Background: an optimization exercise with open tools, aiming at small area, a short achievable clock period and few clock cycles. Do not read the settings as production practice.
At most, simulation tests tie the RTL to the original design; equivalence was not proved.
Power and IR drop assume default switching activity.

== run 1 ==
==> flow/design.v (excerpt) <==
module udp_transmit
(
    input wire  clk,
    input wire  rst,
    output wire  eth_txd_tvalid,
    output wire [31 : 0] eth_txd_tdata,
    output wire [3 : 0] eth_txd_tkeep,
    output wire  eth_txd_tlast,
    input wire  eth_txd_tready,
    output wire                    eth_txc_tvalid,
    output wire [31 : 0] eth_txc_tdata,
    output wire [3 : 0] eth_txc_tkeep,
    output wire  eth_txc_tlast,
    input wire  eth_txc_tready,
    input wire [31 : 0]   s_axis_data_tdata,
    input wire                      s_axis_data_tvalid,
    output wire                     s_axis_data_tready,
    input wire                      s_axis_data_tlast
);
Size in the first run: roughly 370 cells after synthesis, roughly 95 flip-flops, about 120 I/O pins, ~4300 µm² of cells after synthesis.
make LEC_CHECK=0 CAP_MARGIN=20 CORE_MARGIN=2 CORE_UTILIZATION=60 PLACE_DENSITY=0.7 SLEW_MARGIN=20 finish   # period 5.0 ns
run.sh (not shown) runs the stock make flow with config.mk's settings and CLKGATE_MAP_FILE= SYNTH_SCRIPT=/design/flow/synth_recipe.tcl, a recipe that flattens the netlist after the stock synthesis.
Run 1 finished every stage and its layout cleared the timing, DRC and antenna checks.
Testbench counts of run 1, summed over its fixed seeds: cycles 26,921.
Modified inputs, run 2 compared to run 1
Settings: putting SETUP_SLACK_MARGIN at 2.6 where nothing was set.
Results
Run 2 | stages: all done | timing, DRC, antenna: all pass. Diff run 1 -> run 2: final cell count shows an increase of 7; post-route total power now sits higher; layout buffering overhead excluding clock cells grew by 1.2 points.
--- input diff run 2..run 3 ---
Settings: PLACE_DENSITY now 0.6, was 0.7; SETUP_SLACK_MARGIN now 3.2, was 2.6; CORE_UTILIZATION now 40, was 60.
[summary]
- There was hardly any difference in sequential power between run 2 and run 3.
- | hold slack | run 3 vs run 2 | 0.0041 ns higher |
- Final critical-path required period (higher): run 2
- | first-pass GRT wire length | run 3 vs run 2 | worse |
- Compared to run 2, run 3 has peak per-stage delay on the critical path 0.19 ns lower.
- From run 2 to run 3 the numbers moved as follows: total cell area at the placement stage grew by about 1.6%, count of maximum capacitance violations essentially unchanged.
- Higher via total after detailed routing was reported by run 3, not run 2.
- Detailed-routing iteration count for the pre-antenna-repair pass, run 2 and run 3: larger value in run 2
- The final layouts of run 2 and run 3 pass the timing, DRC and antenna checks.
- Timing endpoint of the critical path = eth_txd_tkeep[0]: run 2; timing endpoint of the critical path = nb[6]: run 3
- Looking at area of all sequential standard cells across run 2 and run 3, the one that comes out higher is run 3.
- For the share of the core filled with cells, run 3 came in 21 points lower than run 2 did.


udp_transmit, a different RTL version from the one above (not shown whole).
For scale: ~120 I/O pins, ~0.0045 sq mm of cells after synthesis.
// udp_transmit
module udp_transmit
(
    input wire  clk,
    input wire  rst,
    output wire  eth_txd_tvalid,
    output wire [31 : 0] eth_txd_tdata,
    output wire [3 : 0] eth_txd_tkeep,
    output wire  eth_txd_tlast,
    input wire  eth_txd_tready,
    output wire                    eth_txc_tvalid,
    output wire [31 : 0] eth_txc_tdata,
    output wire [3 : 0] eth_txc_tkeep,
    output wire  eth_txc_tlast,
    input wire  eth_txc_tready,
    input wire [31 : 0]   s_axis_data_tdata,
    input wire                      s_axis_data_tvalid,
    output wire                     s_axis_data_tready,
    input wire                      s_axis_data_tlast
);
export LEC_CHECK = 0
export ABC_AREA = 1
export CAP_MARGIN = 20
export CORE_MARGIN = 2
export CORE_UTILIZATION = 55
export CTS_BUF_LIST = sky130_fd_sc_hd__clkbuf_16
export CTS_CLUSTER_SIZE = 30
export PLACE_DENSITY = 0.7
export SETUP_SLACK_MARGIN = 3.2
export SLEW_MARGIN = 20
create_clock -name core_clock -period 5.0 [get_ports {clk}]
standard.sh (not shown) runs the stock make flow with config.mk's settings and CLKGATE_MAP_FILE= SYNTH_SCRIPT=/design/flow/synth_recipe.tcl, a recipe that flattens the netlist after the stock synthesis.
==> flow/flow/run.sh <==
#!/bin/bash
# The standard layout (standard.sh), with two changes to how it is made:
# ports are buffered with the smallest buffer (buf_1; timing repair upsizes
# the ones it needs), and each constant net keeps the single tie cell that
# synthesis gives it instead of one tie cell per load.
set -euo pipefail
export BUFFER_PORTS_ARGS="-buffer_cell sky130_fd_sc_hd__buf_1"
export SKIP_REPAIR_TIE_FANOUT=1
bash standard.sh > standard.log 2>&1
The first run went through all stages and came out clean.
Edit:
Settings changed: CTS_BUF_LIST sky130_fd_sc_hd__clkbuf_16 to unset, CTS_CLUSTER_SIZE 30 to unset, SETUP_SLACK_MARGIN 3.2 to 3.4.
Outcome: The new run completed with no timing, DRC or antenna violations; wire length is higher by 1.3%; setup slack is worse by 0.025 ns; cell count is higher by about 1%.
Edit:
Settings changed: ABC_AREA 1 to unset, CORE_UTILIZATION 55 to 40, PLACE_DENSITY 0.7 to 0.6, SETUP_SLACK_MARGIN 3.4 to 3.2.
Result:
- first-iteration DRC count fell by 11%
- clock power rose by about 4%
- count of clock-buffer cells in the layout is unchanged
- maximum frequency is about the same
- cell area fell by about 3.6%
- worst setup slack improved by 0.0056 ns
No functional check of the RTL was part of any run of this note.


## build 91
udp_transmit again, from the RTL that the note above started with.
export LEC_CHECK = 0
export ABC_AREA = 1
export CAP_MARGIN = 20
export CORE_MARGIN = 2
export CORE_UTILIZATION = 55
export PLACE_DENSITY = 0.7
export SETUP_SLACK_MARGIN = 2.8
export SLEW_MARGIN = 20
create_clock -name core_clock -period 5.0 [get_ports {clk}]
Scripts as last shown in full above: flow/flow/run.sh
Input-level comparison between build 51 and build 91:
- ABC_AREA: 1 -> unset
- SETUP_SLACK_MARGIN: 2.8 -> 3.2
==> comparison <==
Build 51: combinational power is about 22% higher than what build 91 reported. Comparing build 91 and build 51, the higher worst-case setup margin in the final layout was measured on build 51. Build 51 vs. build 91: setup slack of the worst register-to-register path went up by 0.12 ns. Compared with build 91, build 51 shows a higher highest attainable clock frequency. Delta(synthesized cell count, build 51 - build 91) < 0. Looking at critical-path cell with the highest stage delay, the sky130_fd_sc_hd__dfxtp_2 result is from build 91; the sky130_fd_sc_hd__edfxtp_1 one comes from build 51.
#### Input delta (build 23 over build 51)
- a change of CORE_UTILIZATION from 55 to 70
- a change of PLACE_DENSITY from 0.7 to 0.8
--- outcome ---
Every stage of the flow completed for build 51, and the final layout passed the timing, DRC and antenna checks.
Build 23 did not stop at any stage, and its layout met the timing, DRC and antenna checks.
Of build 51 and build 23, the run reporting the lower overall die area was build 23.
Build 23 vs build 51 — wire length on met3 rose 38%.
Between build 51 and build 23, the global-route usage is lower for build 51.
Build 23 — cell count after placement 26 lower, build 51 as reference
Comparing build 51 against build 23, there is no change at all in synthesized cell count.
Taking build 51 as 1.0, build 23 lands at 0.78 on standard cell core area.
No functional check of the RTL was part of any run of this note.

-- port drivers added, routing unchanged --
No port has a modelled driver above. Below, the same layouts with a new extraction and two added sets of constraints.
Step 1 (the two cells are an assumption about what drives the block):
set clk [get_ports {clk}]
set_driving_cell -lib_cell sky130_fd_sc_hd__clkbuf_16 $clk
set_driving_cell -lib_cell sky130_fd_sc_hd__buf_2 [delete_from_list [all_inputs] $clk]
Step 2, shift: input delay + t, output delay - t, t = (earliest + latest rising clock arrival at the registers) / 2. This alone moves slack from input paths to output paths.
Slacks: ideal ports / drivers / drivers and shift; pairs: ideal ports / drivers.
run | t (ns) | slack for setup (ns) | slew at the worst register clock pin (ns) | cell pins on the clock port's net
run 1 | 0.377 | 1.802 / 1.773 / 1.466 | 0.09 / 0.09 | 1
run 2 | 0.375 | 2.680 / 2.649 / 2.492 | 0.09 / 0.09 | 1
run 3 | 0.398 | 2.998 / 2.970 / 2.572 | 0.10 / 0.10 | 1
the first run of note 2 | 0.375 | 3.075 / 3.040 / 2.812 | 0.07 / 0.07 | 1
the second run of note 2 | 0.386 | 3.050 / 3.019 / 2.869 | 0.11 / 0.11 | 1
the third run of note 2 | 0.397 | 3.056 / 3.021 / 2.779 | 0.11 / 0.11 | 1
build 91 | 0.382 | 2.885 / 2.858 / 2.664 | 0.10 / 0.10 | 1
build 51 | 0.391 | 3.092 / 3.061 / 2.821 | 0.10 / 0.10 | 1
build 23 | 0.389 | 3.058 / 3.029 / 2.843 | 0.10 / 0.10 | 1
After both steps setup and hold are still met in every run listed. The setup slack of run 3, which loses most, moves by -0.028 ns with the drivers and by -0.426 ns with both steps.
